Context: an optimization exercise on an open-source flow, tuned for small area, a short achievable clock period and few clock cycles. The choices shown serve that exercise and are no tape-out recipe.
Function was checked by simulation only, so behaviour that the tests miss may differ from the original.
No activity file was given, so power comes from the tool's default toggle rates.

==> flow/design.v <==
module Cache
#(
  parameter SIZE = 8*4*64,
  parameter NWAYS = 4,
  parameter NSETS = 8,
  parameter BLOCK_SIZE = 64,
  parameter WIDTH = 32,
  parameter MWIDTH = 64,
  parameter INDEX_WIDTH = 3,
  parameter TAG_WIDTH = 26,
  parameter OFFSET_WIDTH = 3,
  parameter WORD1 = 3,
  parameter WORD2 = 7
)
(
  input  wire                      clk,
  input  wire                      reset_n,
  input  wire [WIDTH-1:0]          address,
  input  wire [WIDTH-1:0]          din,
  input  wire                      rden,
  input  wire                      wren,
  output wire                      hit_miss,
  output wire [WIDTH-1:0]          q,
  output wire [MWIDTH-1:0]         mdout,
  output wire [WIDTH-1:0]          mrdaddress,
  output wire                      mrden,
  output wire [WIDTH-1:0]          mwraddress,
  output wire                      mwren,
  input  wire [MWIDTH-1:0]         mq
);
  wire [2:0]  s  = address[5:3];
  wire [25:0] t  = address[31:6];
  wire        hi = address[2];
  wire [7:0]  sd = 8'd1 << s;           
  reg  [7:0]  vld0, vld1, vld2, vld3;
  reg  [7:0]  drt0, drt1, drt2, drt3;
  reg  [7:0]  o01, o02, o03, o12, o13, o23;
  reg         m1, m2;
  reg  [3:0]  way_r;                    
  reg         wb_r;                     
  reg         pw;                       
  reg         upd;                      
  reg         wr_r;                     
  reg         pw_hi;
  reg  [31:0] pw_din;
  reg         hm_r;
  reg  [31:0] q_r;
  reg         mrden_r, mwren_r;
  reg  [28:0] mra_r;                    
  reg  [25:0] mwa_r;
  reg  [63:0] mdout_r;
  wire req = (rden | wren) & ~m1 & ~m2;
  wire [7:0] sd_r = 8'd1 << mra_r[2:0];  
  wire [3:0]  hit_w;
  wire [7:0]  vldw [0:3];
  assign vldw[0] = vld0;
  assign vldw[1] = vld1;
  assign vldw[2] = vld2;
  assign vldw[3] = vld3;
  wire [31:0] wd_lo = (m2 & ~(wr_r & ~pw_hi)) ? mq[31:0]  : pw_din;
  wire [31:0] wd_hi = (m2 & ~(wr_r &  pw_hi)) ? mq[63:32] : pw_din;
  wire        we_lo = m2 | (pw & ~pw_hi);
  wire        we_hi = m2 | (pw &  pw_hi);
  wire [63:0] bsel [0:3];
  wire [32*26-1:0] tgf;
  wire [31:0] esr = {way_r[3] ? sd_r : 8'd0, way_r[2] ? sd_r : 8'd0,
                     way_r[1] ? sd_r : 8'd0, way_r[0] ? sd_r : 8'd0};
  genvar gw, gs;
  generate
    for (gw = 0; gw < 4; gw = gw + 1) begin : W
      wire [8*64-1:0] dv;
      wire [7:0]      match;
      for (gs = 0; gs < 8; gs = gs + 1) begin : S
        reg  [31:0] dlo, dhi;
        reg  [25:0] tg;
        wire        wsel = way_r[gw] & sd_r[gs];
        always @(posedge clk) begin
          if (wsel & we_lo) dlo <= wd_lo;
          if (wsel & we_hi) dhi <= wd_hi;
          if (wsel & m2)    tg  <= t;
        end
        assign tgf[(gw*8 + gs)*26 +: 26] = tg;
        assign dv[gs*64 +: 64] = {dhi, dlo};
        assign match[gs] = vldw[gw][gs] & (tg == t);
      end
      assign hit_w[gw] = |(match & sd);
      reg [63:0] bs;
      integer k;
      always @(*) begin
        bs = 64'd0;
        for (k = 0; k < 8; k = k + 1)
          bs = bs | ({64{sd[k]}} & dv[k*64 +: 64]);
      end
      assign bsel[gw] = bs;
    end
  endgenerate
  wire hit  = |hit_w;
  wire miss = req & ~hit;
  wire whit = req & wren & hit;
  reg  [3:0] vk [0:7];
  reg  [7:0] vdk;                       
  reg  [3:0] vh;
  reg        vd;
  reg        pu, f01, f02, f03, f12, f13, f23;
  integer i;
  always @(*) begin
    vh = 4'b0000;
    vd = 1'b0;
    for (i = 0; i < 8; i = i + 1) begin
      pu = upd & sd_r[i];
      f01 = (pu & (way_r[0] | way_r[1])) ? way_r[0] : o01[i];
      f02 = (pu & (way_r[0] | way_r[2])) ? way_r[0] : o02[i];
      f03 = (pu & (way_r[0] | way_r[3])) ? way_r[0] : o03[i];
      f12 = (pu & (way_r[1] | way_r[2])) ? way_r[1] : o12[i];
      f13 = (pu & (way_r[1] | way_r[3])) ? way_r[1] : o13[i];
      f23 = (pu & (way_r[2] | way_r[3])) ? way_r[2] : o23[i];
      if      (!vld0[i]) vk[i] = 4'b0001;
      else if (!vld1[i]) vk[i] = 4'b0010;
      else if (!vld2[i]) vk[i] = 4'b0100;
      else if (!vld3[i]) vk[i] = 4'b1000;
      else if (!f01 & !f02 & !f03) vk[i] = 4'b0001;
      else if ( f01 & !f12 & !f13) vk[i] = 4'b0010;
      else if ( f02 &  f12 & !f23) vk[i] = 4'b0100;
      else vk[i] = 4'b1000;
      vdk[i] = |(vk[i] & {drt3[i], drt2[i], drt1[i], drt0[i]});
      vh = vh | ({4{sd[i]}} & vk[i]);
      vd = vd | (sd[i] & vdk[i]);
    end
  end
  wire [3:0] ah = hit_w | (vh & {4{~hit}});
  wire [3:0] pfw = way_r & {4{pw & (s == mra_r[2:0]) & (hi == pw_hi)}};
  reg  [31:0] qw;
  reg  [63:0] bw;
  reg  [25:0] tw;
  integer j;
  always @(*) begin
    qw = 32'd0;
    bw = 64'd0;
    tw = 26'd0;
    for (j = 0; j < 4; j = j + 1) begin
      qw = qw | ({32{hit_w[j]}} & (pfw[j] ? pw_din :
                                   (hi ? bsel[j][63:32] : bsel[j][31:0])));
      bw = bw | ({64{way_r[j]}} & bsel[j]);
    end
    for (j = 0; j < 32; j = j + 1)
      tw = tw | ({26{esr[j]}} & tgf[j*26 +: 26]);
  end
  assign hit_miss   = hm_r;
  assign q          = q_r;
  assign mrden      = mrden_r;
  assign mrdaddress = {mra_r, 3'b000};
  assign mwren      = mwren_r;
  assign mwraddress = {mwa_r, mra_r[2:0], 3'b000};
  assign mdout      = mdout_r;
  integer k;
  always @(posedge clk or negedge reset_n) begin
    if (!reset_n) begin
      vld0 <= 8'h00; vld1 <= 8'h00; vld2 <= 8'h00; vld3 <= 8'h00;
      drt0 <= 8'h00; drt1 <= 8'h00; drt2 <= 8'h00; drt3 <= 8'h00;
      o01 <= 8'hff; o02 <= 8'hff; o03 <= 8'hff;
      o12 <= 8'hff; o13 <= 8'hff; o23 <= 8'h00;
      m1 <= 1'b0;
      m2 <= 1'b0;
      pw <= 1'b0;
      upd <= 1'b0;
      hm_r <= 1'b0;
      mrden_r <= 1'b0;
      mwren_r <= 1'b0;
    end else begin
      m1 <= miss;
      m2 <= m1;
      pw <= whit;
      upd <= req;
      mrden_r <= miss;
      mwren_r <= m1 & wb_r;
      hm_r <= (req & hit) | m2;
      for (k = 0; k < 8; k = k + 1) begin
        if (upd & sd_r[k]) begin
          if (way_r[0] | way_r[1]) o01[k] <= way_r[0];
          if (way_r[0] | way_r[2]) o02[k] <= way_r[0];
          if (way_r[0] | way_r[3]) o03[k] <= way_r[0];
          if (way_r[1] | way_r[2]) o12[k] <= way_r[1];
          if (way_r[1] | way_r[3]) o13[k] <= way_r[1];
          if (way_r[2] | way_r[3]) o23[k] <= way_r[2];
          if (m1) begin
            if (way_r[0]) vld0[k] <= 1'b1;
            if (way_r[1]) vld1[k] <= 1'b1;
            if (way_r[2]) vld2[k] <= 1'b1;
            if (way_r[3]) vld3[k] <= 1'b1;
          end
          if (m1 | pw) begin
            if (way_r[0]) drt0[k] <= wr_r;
            if (way_r[1]) drt1[k] <= wr_r;
            if (way_r[2]) drt2[k] <= wr_r;
            if (way_r[3]) drt3[k] <= wr_r;
          end
        end
      end
    end
  end
  always @(posedge clk) begin
    if (req) way_r <= ah;
    wb_r <= vd;
    wr_r <= wren;
    pw_hi   <= hi;
    pw_din  <= din;
    mra_r   <= address[31:3];
    mwa_r   <= tw;
    mdout_r <= bw;
    q_r <= m2 ? (hi ? mq[63:32] : mq[31:0]) : qw;
  end
endmodule
==> flow/flow/run.sh <==
#!/bin/bash
# Layout flow: the standard layout (standard.sh: the standard synthesis and the
# ORFS flow to the final layout), with two ORFS variables set on the make command line:
#  - BUFFER_PORTS_ARGS: the buffer every input and output port gets is
#    sky130_fd_sc_hd__buf_4, not the resizer's default pick (the delay cell
#    clkdlybuf4s50_1, which adds about 0.6 ns to every output path);
#  - MATCH_CELL_FOOTPRINT=0: timing repair may resize a cell to one of another footprint.
# Synthesis, floorplan, power grid, placement, clock tree and routing are otherwise
# the standard flow's. ORFS writes each step's log under orfs/logs/; make's own output
# goes to standard_flow.log here.
set -euo pipefail
bash standard.sh MATCH_CELL_FOOTPRINT=0 "BUFFER_PORTS_ARGS=-buffer_cell sky130_fd_sc_hd__buf_4" finish > standard_flow.log 2>&1
==> flow/standard.sh <==
#!/bin/bash
# synth_recipe.tcl (not shown) runs the flow's synth.tcl, then flattens the netlist and writes it again
# the make line also repeats each setting of config.mk as NAME=value (left out here)
make -C /OpenROAD-flow-scripts/flow DESIGN_CONFIG=/design/flow/config.mk WORK_HOME=/design/flow/orfs CLKGATE_MAP_FILE= SYNTH_SCRIPT=/design/flow/synth_recipe.tcl "${@:-finish}"
==> flow/config.mk <==
export PLATFORM = sky130hd
export DESIGN_NAME = Cache
export DESIGN_NICKNAME = Cache
export VERILOG_FILES = /design/flow/design.v
export SDC_FILE = /design/flow/constraint.sdc
export NUM_CORES = 4
export LEC_CHECK = 0
export ABC_CLOCK_PERIOD_IN_PS = 3500
export CAP_MARGIN = 20
export CORE_MARGIN = 2
export CORE_UTILIZATION = 50
export SETUP_SLACK_MARGIN = 5
export SLEW_MARGIN = 20
export TNS_END_PERCENT = 10
==> flow/constraint.sdc <==
create_clock -name core_clock -period 8.5 [get_ports {clk}]
set_input_delay 1.7000 -clock core_clock [delete_from_list [all_inputs] [get_ports {clk}]]
set_output_delay 1.7000 -clock core_clock [all_outputs]
set_load 0.01 [all_outputs]
==> run summary, run 1 <==
* Type of origin of the critical path: flip-flop
* Synth cell count leaders: edfxtp_1, a22oi_1, xnor2_1
* Filler Cell Count at roughly 19k
* Number of remaining DRC errors at 0
* Worst Tran Pin Value at 1.27 ns
* Netlist cell types at 84
* Num ports at roughly 300
* R2r setup slk at 4.70 ns
* Synth top area cells: edfxtp_1, a22oi_1, xnor2_1
* Internal Power at 29.4 mW
* Core area at 255000 um2
* Post-route minimum period at 3.80 ns
* H-tree depth at 5
* Clock latency (worst-skew pair) at approximately 1 ns
* Count leader, synth: edfxtp_1
* CP Capture Type: flip-flop
* Die H at just over 500 um
* Total of max-cap violations at 0
* Final setup viols at 0
* Status: finished clean
* Maximum resistive drop on vdd at 0.000226 V
* First-pass GRT wire length at around 750000 um
* Asr flop ratio synth at 0.0370
* Pre-antenna DRT Iters at 7
* Max Fanout on Critical Path at 31
* Final period util at 0.447
* Vias in the first global route at just over 80k
* Share of the synthesized area in the top cell type at 0.675
* Highest Clock Rate at about 260 MHz
* LEAKAGE at 48.2 nW
* Worst hold slack at 0.424 ns
* Seq pwr share at 0.478
* Finished Layout Cells at about 13k
* Reg-to-Reg Start: mra_r[2]
* Final wirelength at just under 600000 um
* Clock Skew at between 0.08 and 0.09 ns
* Ys flop type: edfxtp_1
* Die area at between 200000 and 300000 um2
* DP Area at between 100000 and 150000 um2
* Sw Pwr at between 10 and 15 mW
* Final total power at roughly 42 mW
* Hold endpoint: mwren_r
* Largest net degree at the start of global routing at between 100 and 150
* Final Hold Viols at 0
* Total gr overflow at 0
* DR WL/cell at 46.1 um
* Area delta synth->final at 17.8%
* Comb pwr share at 0.163
* Width of the die at about 510 um
* RSZ-0062 raised after global routing: true
* GP Congestion at between 1 and 1.5
* Clock root buffer: clkbuf_16
* Slew margin rel. at 0.154
* Mapped cell area at 128000 um2
* Clk pwr share at 0.358
* Fin nets at 8991
* Pwr per Cell Area at between 200 and 300 nW/um2
* Post-synthesis cell count at ~8.3k
* EDFF count, synth at between 2k and 3k
* Fin. max-slew vios at 0
* Initial antenna violation count at between 50 and 60
* Worst Min Path Start: wb_r
* Post-synth top area cell: edfxtp_1
* Antenna Violating Nets Remaining at 0
* Synthesis Warnings at 2
* Rows at 185
* Routed vias/inst at 7.19
* Port bufs at between 200 and 300
* Initial Utilization at 0.504
* DPL Wire Length at about 350000 um
* Vias at between 90k and 100k
* Setup Crit Path Kind: reg2reg
* Clock tree buffer depth at 4
* Clk slew on worst S/H paths at around 0.060 ns
* WP data arrival at roughly 4.4 ns
* GRT Total Usage at 0.430
* Sum of negative setup slack at 0 ns
* Hold buffers post-CTS at 0
* DR iter-0 viols at between 15k and 20k
* CTS Buf Count at about 350
* Hold path depth at 1
* Syn Area/Cell at between 15 and 20 um2
* Share of cells above drive strength 1 at 0.184
* R2r worst-path depth at 5
* CTS tree: done
* Min-Delay Path Class: reg2reg
* Placed Cells at between 10k and 15k
* Fin area at between 150000 and 200000 um2
* Terminus of the critical flop-to-flop path: W[0].S[1].dhi[3]
* Clk sinks at roughly 3.2k
* CP Data Required Time at 9.08 ns
* Switching Share at 0.291
* Register area share after synthesis at 0.728
* Yosys reg bits at 3188
## power by group through the flow
stage / logic [mW] / clock network [mW] / registers (mW)
final: 6.79 / 14.9 / 19.9
after global routing: 6.87 / 15.5 / 19.9
after CTS: 6.39 / 14.9 / 19.8
after detailed placement: 6.20 / 0 / 20.1
after global placement: 6.12 / 0 / 20.1
after floorplan: 2.85 / 0 / 19.8
## routing by layer
metal,up-vias,part of all wire,GRT usage
li1,34600,-,-
met1,45900,0.35,0.561
met2,7911,0.42,0.618
met3,1651,0.14,0.131
met4,26,0.086,0.296
met5,-,0.00029,0
## cell families (layout without fill, tap and decap cells)
group | after synthesis | in the layout | share of synthesized area
compound gates | 2113 | 2113 | 0.121
xor+xnor | 836 | 836 | 0.0571
buf+inv | 611 | 1450 | 0.0207
flops | 3188 | 3188 | 0.728
mux | 181 | 181 | 0.0147
other cells | 1 | 32 | 0.0000292
simple gates | 1351 | 1355 | 0.0584
## critical path, cell delays in order, from the launching register on
cell	delay, ns
dfxtp_2	0.33
buf_6	0.21
nor2b_1	0.60
nand2_1	0.55
nor2_4	1.06
buf_4	0.57
## what timing repair did
item	in CTS	in global routing
gates resized for setup	290	160
gates cloned	26	14
buffers inserted	144	87
endpoints found under the setup margin	368	351
pin swaps	101	24
## metrics by stage
stage                      util  worst slack (ns)
after floorplan               -              4.94
after global placement    0.531              2.70
after detailed placement  0.531              2.61
after CTS                 0.586              4.33
after global routing      0.593              4.81
final                     0.594              4.70
## flip-flops by register name (all words and copies together), names as in the netlist, 26 cells and up
| name | flops |
|---|---|
| q_r | 32 |
| mra_r | 29 |
| mwa_r | 26 |
| W.S.dhi | 1024 |
| pw_din | 32 |
| mdout_r | 64 |
| W.S.tg | 832 |
| W.S.dlo | 1024 |
## final cells by class
type                       instances  area, um2  area share
sequential                      3188      93300       0.617
inverter                          17       80.1    0.000530
tap                             3366       4210      0.0279
clock buffer                     469       9550      0.0632
antenna                           26       65.1    0.000430
multi-input combinational       4491      34200       0.226
timing repair buffer             813       8270      0.0547
clock inverter                   151       1450     0.00956
## cells in the final DEF (no fill, tap or decap), types with 26 or more instances in the layout
cell       Yosys  layout
edfxtp_1    2884    2884
a22oi_1     1472    1457
xnor2_1      751     708
buf_4         45     626
nand4_1      527     527
clkbuf_16      0     380
nand2_1      313     311
o21ai_0      200     200
dfxtp_1      186     183
mux2i_1      117     117
a22o_1        98      98
nor2_4         0      95
clkbuf_1     358      86
a221oi_1      95      85
xor2_1        85      84
dfrtp_1       78      77
mux2_2        64      64
nand3_1       64      63
clkinv_2       0      63
buf_12         0      57
nor4_1        75      55
nor3_1        59      54
clkinv_1       0      46
buf_6          2      46
nor2b_1       40      40
dfstp_2       40      40
a211oi_1      40      39
clkbuf_8       0      36
a31oi_1       35      35
xnor2_2        0      34
o31ai_1       35      34
o21bai_1      31      31
buf_16         0      31
diode_2        0      26
## worst max path at each step
| stage | from | cells after the start | slack, ns | end |
|---|---|---|---|---|
| finish | mra_r[2] | 5 | 4.70 | W[0].S[1].dhi[3] |
| global route | mra_r[2] | 5 | 4.81 | W[0].S[2].dhi[8] |
| CTS | mra_r[0] | 7 | 4.33 | mwa_r[4] |
| detailed placement | address[15] | 11 | 2.61 | q_r[19] |
| global placement | address[15] | 11 | 2.70 | q_r[26] |
| floorplan | address[15] | 10 | 4.94 | way_r[2] |
Testbench counts, summed over its fixed seeds: cycles 43,660.
==> inputs of run 2 (changes only) <==
--- a/flow/design.v
+++ b/flow/design.v
@@ -36,7 +36,9 @@
   reg  [7:0]  drt0, drt1, drt2, drt3;
   reg  [7:0]  o01, o02, o03, o12, o13, o23;
   reg         m1, m2;
-  reg  [3:0]  way_r;                    
+  reg  [3:0]  hw_r, vh_r;
+  reg         hr;
+  wire [3:0]  way_r = hr ? hw_r : vh_r;
   reg         wb_r;                     
   reg         pw;                       
   reg         upd;                      
@@ -127,7 +129,6 @@
       vd = vd | (sd[i] & vdk[i]);
     end
   end
-  wire [3:0] ah = hit_w | (vh & {4{~hit}});
   wire [3:0] pfw = way_r & {4{pw & (s == mra_r[2:0]) & (hi == pw_hi)}};
   reg  [31:0] qw;
   reg  [63:0] bw;
@@ -199,7 +200,11 @@
     end
   end
   always @(posedge clk) begin
-    if (req) way_r <= ah;
+    if (req) begin
+      hw_r <= hit_w;
+      vh_r <= vh;
+      hr   <= hit;
+    end
     wb_r <= vd;
     wr_r <= wren;
     pw_hi   <= hi;
--- a/flow/config.mk
+++ b/flow/config.mk
@@ -9,6 +9,8 @@
 export CAP_MARGIN = 20
 export CORE_MARGIN = 2
 export CORE_UTILIZATION = 50
+export CTS_CLUSTER_DIAMETER = 60
+export CTS_CLUSTER_SIZE = 30
 export SETUP_SLACK_MARGIN = 5
 export SLEW_MARGIN = 20
-export TNS_END_PERCENT = 10
+export TNS_END_PERCENT = 20
==> run 2 against run 1 <==
Against the previous run: synthesized cell count rose by 0.91%; via count rose by 2.6%; routed wire length rose by 9.9%; utilization fell by 1.3 points; first-iteration DRC count rose by 8.9%; clock skew fell by 0.027 ns; largest power group unchanged; power fell by 3.1%; largest cell class unchanged; sequential power barely moved; highest routed layer unchanged; count of clock-buffer cells in the layout fell by 246; combinational power rose by 23%; hold slack improved by 0.050 ns; die area rose by 1.2%.
==> run summary, run 2 <==
* Status: finished clean
* H-tree depth at 4 (-1)
* Core area at 259000 um2 (+1.7%)
* R2r setup slk at 4.59 ns (-0.11 ns)
* Xor/xnor share of the synthesized area at 0.0564 (-0.000688)
* Total gr overflow at 0 (unchanged)
* CP most frequent cell: nand4_1
* Fin area at 150000 um2 (-0.49%)
* LEAKAGE at 48.5 nW (+0.76%)
* Mapped cell area at 130000 um2 (+1.2%)
* Clock Skew at 0.0601 ns (-0.0271 ns)
* Setup Crit Path Kind: in2reg
* R2r worst-path depth at 11 (+6)
* Post-route minimum period at 4.22 ns (+0.415 ns)
* Clock latency (worst-skew pair) at 0.97 ns (about the same)
* DR WL/cell at 51.2 um (+11%)
* Netlist cell types at 90 (+7.1%)
* Worst Tran Pin Value at 1.26 ns (-0.0123 ns)
* Synth cell count leaders: edfxtp_1, a22oi_1, xnor2_1
* Die area at 264000 um2 (+1.2%)
* Clk sinks at 3193 (+0.16%)
* Initial antenna violation count at 59 (+7.3%)
* Most frequent cells in the layout: edfxtp_1, a22oi_1, buf_4, xnor2_1, xor2_1
* Synth Area in Simple Gates at 0.0524 (-0.00603)
* Clock tree buffer depth at 3 (-1)
* Final wirelength at 635000 um (+9.9%)
* Highest Clock Rate at 237 MHz (-9.8%)
* Slowest CP cell: nand4_1
* Rows at 187 (+1.1%)
* Compound-cell area share of the yosys netlist at 0.117 (-0.00418)
* Syn Area/Cell at 15.5 um2 (+0.31%)
* Post-synthesis cell count at 8356 (+0.91%)
* Routed vias/inst at 7.46 (+3.7%)
* CP Capture Type: flip-flop
* Fin nets at 8905 (-0.96%)
* Antenna Violating Nets Remaining at 0 (unchanged)
* DP Area at 138000 um2 (+1.7%)
* RSZ-0062 raised after global routing: true
* Initial Utilization at 0.501 (-0.00250)
* Adder-cell share of the synthesized area at 0 (unchanged)
* Clock root buffer: clkbuf_16
* Critical path's largest stage delay at 0.75 ns (-0.31 ns)
* Die H at 514 um (+0.60%)
* Post-synth top area cell: edfxtp_1
* Type of origin of the critical path: input port
* Pwr per Cell Area at 268 nW/um2 (-2.6%)
* Synth top area cells: edfxtp_1, a22oi_1, xnor2_1
* Number of remaining DRC errors at 0 (unchanged)
* EDFF count, synth at 2889 (+0.17%)
* Terminus of the critical flop-to-flop path: q_r[15]
* Share of the synthesized area in the top cell type at 0.668 (-0.00698)
* Largest net degree at the start of global routing at 79 (-24%)
* Slew margin rel. at 0.154 (+0.000488)
* CTS tree: done
* Sum of negative setup slack at 0 ns (unchanged)
* Pre-antenna DRT Iters at 9 (+2)
* Hold path depth at 1 (unchanged)
* Min-Delay Path Class: reg2reg
* GRT Total Usage at 0.467 (+0.0370)
* Area delta synth->final at 15.9%
* PnR worst setup slack at 4.28 ns (-0.415 ns)
* CP Data Required Time at 9.38 ns (+0.30 ns)
* Ys flop type: edfxtp_1
* Reg-to-Reg Start: W[3].S[6].tg[11]
* First-pass GRT wire length at 809000 um (+8.3%)
* Synthesis Warnings at 2 (unchanged)
* Critical-path cell list: buf_16 > xnor2_4 > nand4_1 > nor2_4 > nand4_1 > nand4_1 > nor2_4 > buf_12 > buf_16 > o221ai_2 > a2bb2oi_2
* CTS Buf Count at 212 (-39%)
* Num ports at 295 (unchanged)
* Hold buffers post-CTS at 0 (unchanged)
* Count leader, synth: edfxtp_1
* Maximum resistive drop on vdd at 0.000261 V (+16%)
* Commonest non-fill, non-tap cell in the layout: edfxtp_1
* Final total power at 40.3 mW (-3.1%)
* Top flop regs: W.S.dhi (1024), W.S.dlo (1024), W.S.tg (832)
* Combinational family with the most area after synthesis: compound AO/OA/AOI/OAI gates
* Register area share after synthesis at 0.720 (-0.00761)
* Mux cell area share after synthesis at 0.0328 (+0.0181)
* GP Congestion at 1.09 (+3.6%)
* Vias in the first global route at 82.5k (+1.6%)
* Port bufs at 286 (unchanged)
* Final Hold Viols at 0 (unchanged)
* Fin. max-slew vios at 0 (unchanged)
* Share of cells above drive strength 1 at 0.204 (+0.0195)
* Hold endpoint: mwren_r
* Final setup viols at 0 (unchanged)
* Asr flop ratio synth at 0.0370 (-0.0000580)
* Total of max-cap violations at 0 (unchanged)
* Worst Min Path Start: wb_r
* Clk slew on worst S/H paths at 0.08 ns (+0.02 ns)
* Vias at 92.4k (+2.6%)
* Worst slack, placed at 2.26 ns (-0.348 ns)
* Max Fanout on Critical Path at 7 (-77%)
* DR iter-0 viols at 19.1k (+8.9%)
* Final period util at 0.496 (+0.0489)
* DPL Wire Length at 389000 um (+10%)
* Width of the die at 514 um (+0.60%)
* WP data arrival at 5.10 ns (+0.72 ns)
* Yosys reg bits at 3193 (+0.16%)
run 2: worst max-delay path by stage:
stage                startpoint  endpoint  slack (ns)  cells past startpoint
floorplan           address[18]   q_r[28]        4.77                     11
global placement    address[17]   q_r[30]        2.29                     10
detailed placement  address[17]   q_r[30]        2.26                     10
CTS                 address[18]   q_r[15]        4.59                     11
global route        address[18]   q_r[30]        4.56                     12
finish              address[18]   q_r[15]        4.28                     11
run 2: power breakdown:
part	internal [mW]	switching, mW
combinational	2.20	6.12
clock	5.55	6.50
sequential	19.0	0.900
total	26.7	13.5
run 2: critical path: cells and delay by family:
family	cells	cell delay (ns)
AOI/OAI and AO/OA	2	0.38
xor gates and xnor gates	1	0.15
and+or+nand+nor	5	2.32
buffers and inverters	3	0.49
run 2: logic make-up (layout without fill, tap and decap cells):
kind of cell / count (synthesis) / in the layout
AOI/OAI and AO/OA: 2025 / 2025
DFF: 3193 / 3193
xor gates and xnor gates: 836 / 836
buffers and inverters: 610 / 1210
and+or+nand+nor: 1325 / 1328
other: 1 / 31
muxes: 366 / 367
run 2: final cells by class:
type / count / area, um2
Fill cell: 19900 / 109000
Clock inverter: 183 / 2540
Inverter: 28 / 130
Clock buffer: 223 / 5450
Antenna cell: 25 / 62.6
Sequential cell: 3193 / 93500
Multi-Input combinational cell: 4562 / 36200
Timing Repair Buffer: 776 / 8250
Tap cell: 3402 / 4260
run 2: metrics by stage:
step | std cells | util | hold slack, ns
after CTS | 12300 | 0.575 | 0.490
final | 12400 | 0.581 | 0.475
after global placement | 11800 | 0.531 | 0.467
after detailed placement | 11800 | 0.531 | 0.476
after global routing | 12400 | 0.581 | 0.495
after floorplan | 8361 | - | 0.419
run 2: what timing repair did:
| item | in CTS | in global routing |
|---|---|---|
| gates resized for setup | 429 | 140 |
| setup buffers | 87 | 35 |
| pin swaps | 52 | 54 |
| endpoints found under the setup margin | 983 | 235 |
| cloned | 32 | 16 |
run 2: routing by layer:
layer	global-route usage	share of wire	up-vias	wire length (um)
met1	0.566	0.33	47100	207000
met4	0.428	0.12	32	75100
met3	0.124	0.13	2205	80100
met2	0.685	0.43	8698	272000
li1	-	-	34400	-
met5	0	0.00032	-	200
Testbench counts of run 2, summed over its fixed seeds: cycles 43,660.
==> inputs of run 3 (changes only) <==
--- a/flow/design.v
+++ b/flow/design.v
@@ -36,9 +36,7 @@
   reg  [7:0]  drt0, drt1, drt2, drt3;
   reg  [7:0]  o01, o02, o03, o12, o13, o23;
   reg         m1, m2;
-  reg  [3:0]  hw_r, vh_r;
-  reg         hr;
-  wire [3:0]  way_r = hr ? hw_r : vh_r;
+  reg  [3:0]  way_r;                    
   reg         wb_r;                     
   reg         pw;                       
   reg         upd;                      
@@ -63,13 +61,12 @@
   wire [31:0] wd_hi = (m2 & ~(wr_r &  pw_hi)) ? mq[63:32] : pw_din;
   wire        we_lo = m2 | (pw & ~pw_hi);
   wire        we_hi = m2 | (pw &  pw_hi);
+  wire [25:0] tsel [0:3];
   wire [63:0] bsel [0:3];
-  wire [32*26-1:0] tgf;
-  wire [31:0] esr = {way_r[3] ? sd_r : 8'd0, way_r[2] ? sd_r : 8'd0,
-                     way_r[1] ? sd_r : 8'd0, way_r[0] ? sd_r : 8'd0};
   genvar gw, gs;
   generate
     for (gw = 0; gw < 4; gw = gw + 1) begin : W
+      wire [8*26-1:0] tv;
       wire [8*64-1:0] dv;
       wire [7:0]      match;
       for (gs = 0; gs < 8; gs = gs + 1) begin : S
@@ -81,18 +78,23 @@
           if (wsel & we_hi) dhi <= wd_hi;
           if (wsel & m2)    tg  <= t;
         end
-        assign tgf[(gw*8 + gs)*26 +: 26] = tg;
+        assign tv[gs*26 +: 26] = tg;
         assign dv[gs*64 +: 64] = {dhi, dlo};
         assign match[gs] = vldw[gw][gs] & (tg == t);
       end
       assign hit_w[gw] = |(match & sd);
+      reg [25:0] ts;
       reg [63:0] bs;
       integer k;
       always @(*) begin
+        ts = 26'd0;
         bs = 64'd0;
-        for (k = 0; k < 8; k = k + 1)
+        for (k = 0; k < 8; k = k + 1) begin
+          ts = ts | ({26{sd[k]}} & tv[k*26 +: 26]);
           bs = bs | ({64{sd[k]}} & dv[k*64 +: 64]);
+        end
       end
+      assign tsel[gw] = ts;
       assign bsel[gw] = bs;
     end
   endgenerate
@@ -129,6 +131,7 @@
       vd = vd | (sd[i] & vdk[i]);
     end
   end
+  wire [3:0] ah = hit_w | (vh & {4{~hit}});
   wire [3:0] pfw = way_r & {4{pw & (s == mra_r[2:0]) & (hi == pw_hi)}};
   reg  [31:0] qw;
   reg  [63:0] bw;
@@ -141,17 +144,16 @@
     for (j = 0; j < 4; j = j + 1) begin
       qw = qw | ({32{hit_w[j]}} & (pfw[j] ? pw_din :
                                    (hi ? bsel[j][63:32] : bsel[j][31:0])));
-      bw = bw | ({64{way_r[j]}} & bsel[j]);
-    end
-    for (j = 0; j < 32; j = j + 1)
-      tw = tw | ({26{esr[j]}} & tgf[j*26 +: 26]);
+      bw = bw | ({64{vh[j]}} & bsel[j]);
+      tw = tw | ({26{vh[j]}} & tsel[j]);
+    end
   end
   assign hit_miss   = hm_r;
   assign q          = q_r;
   assign mrden      = mrden_r;
   assign mrdaddress = {mra_r, 3'b000};
   assign mwren      = mwren_r;
-  assign mwraddress = {mwa_r, mra_r[2:0], 3'b000};
+  assign mwraddress = {mwa_r, mra_r[2:0], 3'b000};   
   assign mdout      = mdout_r;
   integer k;
   always @(posedge clk or negedge reset_n) begin
@@ -173,7 +175,7 @@
       pw <= whit;
       upd <= req;
       mrden_r <= miss;
-      mwren_r <= m1 & wb_r;
+      mwren_r <= miss & vd;
       hm_r <= (req & hit) | m2;
       for (k = 0; k < 8; k = k + 1) begin
         if (upd & sd_r[k]) begin
@@ -200,17 +202,13 @@
     end
   end
   always @(posedge clk) begin
-    if (req) begin
-      hw_r <= hit_w;
-      vh_r <= vh;
-      hr   <= hit;
-    end
+    if (req) way_r <= ah;
     wb_r <= vd;
     wr_r <= wren;
     pw_hi   <= hi;
     pw_din  <= din;
     mra_r   <= address[31:3];
-    mwa_r   <= tw;
+    mwa_r   <= tw;                      
     mdout_r <= bw;
     q_r <= m2 ? (hi ? mq[63:32] : mq[31:0]) : qw;
   end
==> flow/run.sh (new file) <==
#!/bin/bash
# synth_recipe.tcl (not shown) runs the flow's synth.tcl, then flattens the netlist and writes it again
# the make line also repeats each setting of config.mk as NAME=value (left out here)
make -C /OpenROAD-flow-scripts/flow DESIGN_CONFIG=/design/flow/config.mk WORK_HOME=/design/flow/orfs CLKGATE_MAP_FILE= SYNTH_SCRIPT=/design/flow/synth_recipe.tcl finish
--- a/flow/config.mk
+++ b/flow/config.mk
@@ -9,8 +9,6 @@
 export CAP_MARGIN = 20
 export CORE_MARGIN = 2
 export CORE_UTILIZATION = 50
-export CTS_CLUSTER_DIAMETER = 60
-export CTS_CLUSTER_SIZE = 30
 export SETUP_SLACK_MARGIN = 5
 export SLEW_MARGIN = 20
 export TNS_END_PERCENT = 20
removed: flow/flow/run.sh
removed: flow/standard.sh
==> run 3 against run 2 <==
Against the previous run: still clean on timing, DRC and antenna; final cell count is 1.4% higher; worst setup slack better by 0.47 ns; routed wire length is 19% lower; via count is 5.2% lower; fmax is 13% higher; design area is 1.8% higher; sequential cell count is 6 lower; hold slack better by 0.015 ns; sequential share of layout area is 1.2 points lower; global-route usage is 9.0 points lower; clock power is 22% higher; largest cell class unchanged.
==> run summary, run 3 <==
* Synthesis Warnings at 2 (unchanged)
* Routed vias/inst at 6.97 (-6.5%)
* LEAKAGE at 48.8 nW (+0.64%)
* Commonest non-fill, non-tap cell in the layout: edfxtp_1
* Synth cell count leaders: edfxtp_1, a22oi_1, xnor2_1
* Critical-path cell list: clkdlybuf4s50_1
* Vias at 87.6k (-5.2%)
* First-pass GRT wire length at 684000 um (-15%)
* Comb pwr share at 0.167 (-0.040)
* Post-synth top area cell: edfxtp_1
* DR WL/cell at 41.1 um (-20%)
* CTS Buf Count at 338 (+59%)
* Yosys reg bits at 3187 (-0.19%)
* Critical path's largest stage delay at 0.84 ns (+0.09 ns)
* Synth top area cells: edfxtp_1, a22oi_1, xnor2_1
* Clock root buffer: clkbuf_16
* Clock latency (worst-skew pair) at 0.92 ns (-0.05 ns)
* Worst Tran Pin Value at 1.12 ns (-0.142 ns)
* GRT Total Usage at 0.377 (-0.0903)
* Slew margin rel. at 0.255 (+0.101)
* CP Data Required Time at 6.80 ns (-2.58 ns)
* Finished Layout Cells at 12.6k (+1.4%)
* Die area at 262000 um2 (-0.73%)
* GP Congestion at 0.950 (-13%)
* Highest Clock Rate at 267 MHz (+13%)
* Type of origin of the critical path: flip-flop
* Mapped cell area at 129000 um2 (-0.74%)
* Internal Power at 29.6 mW (+11%)
* Register area share after synthesis at 0.724 (+0.00405)
* CTS tree: done
* Final setup viols at 0 (unchanged)
* Clock tree buffer depth at 4 (+1)
* DR iter-0 viols at 15.6k (-18%)
* Sw Pwr at 11.8 mW (-12%)
* Num ports at 295 (unchanged)
* Post-route minimum period at 3.74 ns (-0.473 ns)
* Port bufs at 286 (unchanged)
* Final period util at 0.440 (-0.0556)
* Met1 Use GR at 0.516 (-0.0500)
* Crit path max-delay family: buffers and inverters
* Post-synthesis cell count at 8351 (-0.060%)
* Setup Crit Path Kind: reg2out
* Rows at 186 (-0.53%)
* Fin nets at 9026 (+1.4%)
* Clk slew on worst S/H paths at 0.06 ns (-0.02 ns)
* Initial Utilization at 0.502 (+0.000779)
* H-tree depth at 5 (+1)
* Initial antenna violation count at 19 (-68%)
* Antenna Violating Nets Remaining at 0 (unchanged)
* Fin. max-slew vios at 0 (unchanged)
* Clk pwr share at 0.354 (+0.055)
* Width of the die at 512 um (-0.37%)
* Grt met3 use at 0.0848 (-0.0393)
* Clk sinks at 3187 (-0.19%)
* Maximum resistive drop on vdd at 0.000223 V (-15%)
* Switching Share at 0.286 (-0.0500)
* Final Hold Viols at 0 (unchanged)
* Core area at 257000 um2 (-0.89%)
* Max Fanout on Critical Path at 1 (-6)
* GR peak layer: met2
* Crit path buffers/inverters at 1 (-2)
* Sum of negative setup slack at 0 ns (unchanged)
* RSZ-0062 raised after global routing: true
* Final wirelength at 516000 um (-19%)
* Total gr overflow at 0 (unchanged)
* Vias in the first global route at 81.1k (-1.7%)
* Area delta synth->final at 18.8%
* Top flop regs: W.S.dhi (1024), W.S.dlo (1024), W.S.tg (832)
* Pwr per Cell Area at 270 nW/um2 (+1.0%)
* Status: finished clean
* Filler Cell Count at 19.4k (-2.3%)
* CP Capture Type: output port
* Met2 Usage GRT at 0.562 (-0.123)
* Most frequent cells in the layout: edfxtp_1, a22oi_1, xnor2_1, nand4_1, clkbuf_16
* Seq pwr share at 0.478 (-0.016)
* Placed Cells at 11.7k (-1.2%)
* WP data arrival at 2.04 ns (-3.06 ns)
* Clock Skew at 0.0638 ns (+0.00369 ns)
* Netlist cell types at 89 (-1.1%)
* Share of the synthesized area in the top cell type at 0.672 (+0.00382)
* DPL Wire Length at 282000 um (-27%)
* Asr flop ratio synth at 0.0370 (+0.0000696)
* EDFF count, synth at 2884 (-0.17%)
* Pre-antenna DRT Iters at 8 (-1)
* Syn Area/Cell at 15.4 um2 (-0.68%)
* Min-Delay Path Class: reg2reg
* Largest net degree at the start of global routing at 102 (+29%)
* Total of max-cap violations at 0 (unchanged)
* Ys flop type: edfxtp_1
* Slowest CP cell: clkdlybuf4s50_1
* Die H at 512 um (-0.37%)
* Number of remaining DRC errors at 0 (unchanged)
* Count leader, synth: edfxtp_1
* Hold buffers post-CTS at 0 (unchanged)
* Share of cells above drive strength 1 at 0.156 (-0.0483)
-- run 3: cell types whose count changed after synthesis, sizes merged, moves of 65 or more --
cell	previous run	this run
mux2	181	90
a221oi	209	24
nor2	323	258
a22oi	784	1367
xor2	316	81
xnor2	520	755
a21oi	124	52
nand4	284	560
-- run 3: power by group through the flow --
stage	Clock, mW	Sequential (mW)	Combinational [mW]
after CTS	14.7	19.7	6.29
after global placement	0	20.1	5.59
after floorplan	0	19.7	2.86
final	14.7	19.8	6.92
after global routing	15.3	19.8	7.01
after detailed placement	0	20.1	5.67
-- run 3: area by class of cell --
cell class | instances | area (um2) | share of cell area
clock buffer | 453 | 9300 | 0.0607
sequential | 3187 | 93300 | 0.609
tap | 3384 | 4230 | 0.0276
timing repair buffer | 796 | 10100 | 0.0663
multi-input combinational | 4547 | 34500 | 0.225
inverter | 24 | 98.8 | 0.000645
antenna | 16 | 40.0 | 0.000261
clock inverter | 161 | 1530 | 0.00999
-- run 3: final timing paths --
path                               start        end  slack, ns  cells after the start
worst max-delay path              q_r[4]       q[4]       4.76                      1
worst min-delay path              o12[4]     o12[4]       0.49                      2
worst max register to register  way_r[2]  mwa_r[15]       4.85                     11
worst min register to register    o12[4]     o12[4]       0.49                      2
max in group asynchronous        reset_n    mrden_r       6.11                      2
min in group asynchronous        reset_n       hm_r       0.89                      1
-- run 3: cells by family after synthesis --
family                 Yosys count  synth area share
flip-flops                    3187             0.724
AND/OR/NAND/NOR               1370            0.0564
AO/OA/AOI/OAI                 2066             0.120
other                            1         0.0000291
multiplexers                   264            0.0214
buffers and inverters          627            0.0212
XOR/XNOR                       836            0.0568
-- run 3: routing by layer --
layer,wire (um),up-vias
met1,190000,44700
met5,43,-
met3,65000,1289
met4,34200,8
li1,-,34800
met2,227000,6838
-- run 3: through the flow --
step / cell area [um2] / util / hold WS [ns] / worst slack, ns / power [mW]
global placement: 136000 / 0.530 / 0.473 / 2.42 / 25.7
detailed placement: 136000 / 0.530 / 0.472 / 2.29 / 25.7
CTS: 152000 / 0.591 / 0.482 / 4.75 / 40.7
global route: 153000 / 0.597 / 0.497 / 4.75 / 42.1
finish: 153000 / 0.597 / 0.490 / 4.76 / 41.4
floorplan: 130000 / - / 0.455 / 4.77 / 22.5
-- run 3: repair_timing --
item / 4_1_cts / 5_1_grt
gates cloned: 56 / 30
gates resized for setup: 451 / 76
buffers inserted: 164 / 37
pin swaps: 81 / 26
setup endpoints to repair: 901 / 280
Testbench counts of run 3, summed over its fixed seeds: cycles 43,660.

re-timing with driven ports:
Ports are ideal in the flow. The routed layouts listed here were re-timed in OpenROAD.
Step 1: set_driving_cell puts a clkbuf_16 on clk and a buf_2 on each other input, an assumption about the parent block.
Step 2 also shifts input and output timing later by t, the mid clock arrival at the registers, as if the neighbouring blocks saw the same clock.
a / b / c = ideal / step 1 / step 2; a / b = the first two.
run | shift t [ns] | slack for setup (ns) | slew at the worst register clock pin (ns)
run 1 | 1.043 | 4.698 / 4.698 / 3.658 | 0.07 / 0.07
run 2 | 1.050 | 4.283 / 4.038 / 2.988 | 0.11 / 0.11
run 3 | 0.989 | 4.756 / 4.655 / 3.688 | 0.07 / 0.07
After both steps every run listed still meets setup and hold. The setup slack of run 2, which loses most, moves by -0.245 ns with the drivers and by -1.295 ns with both steps.
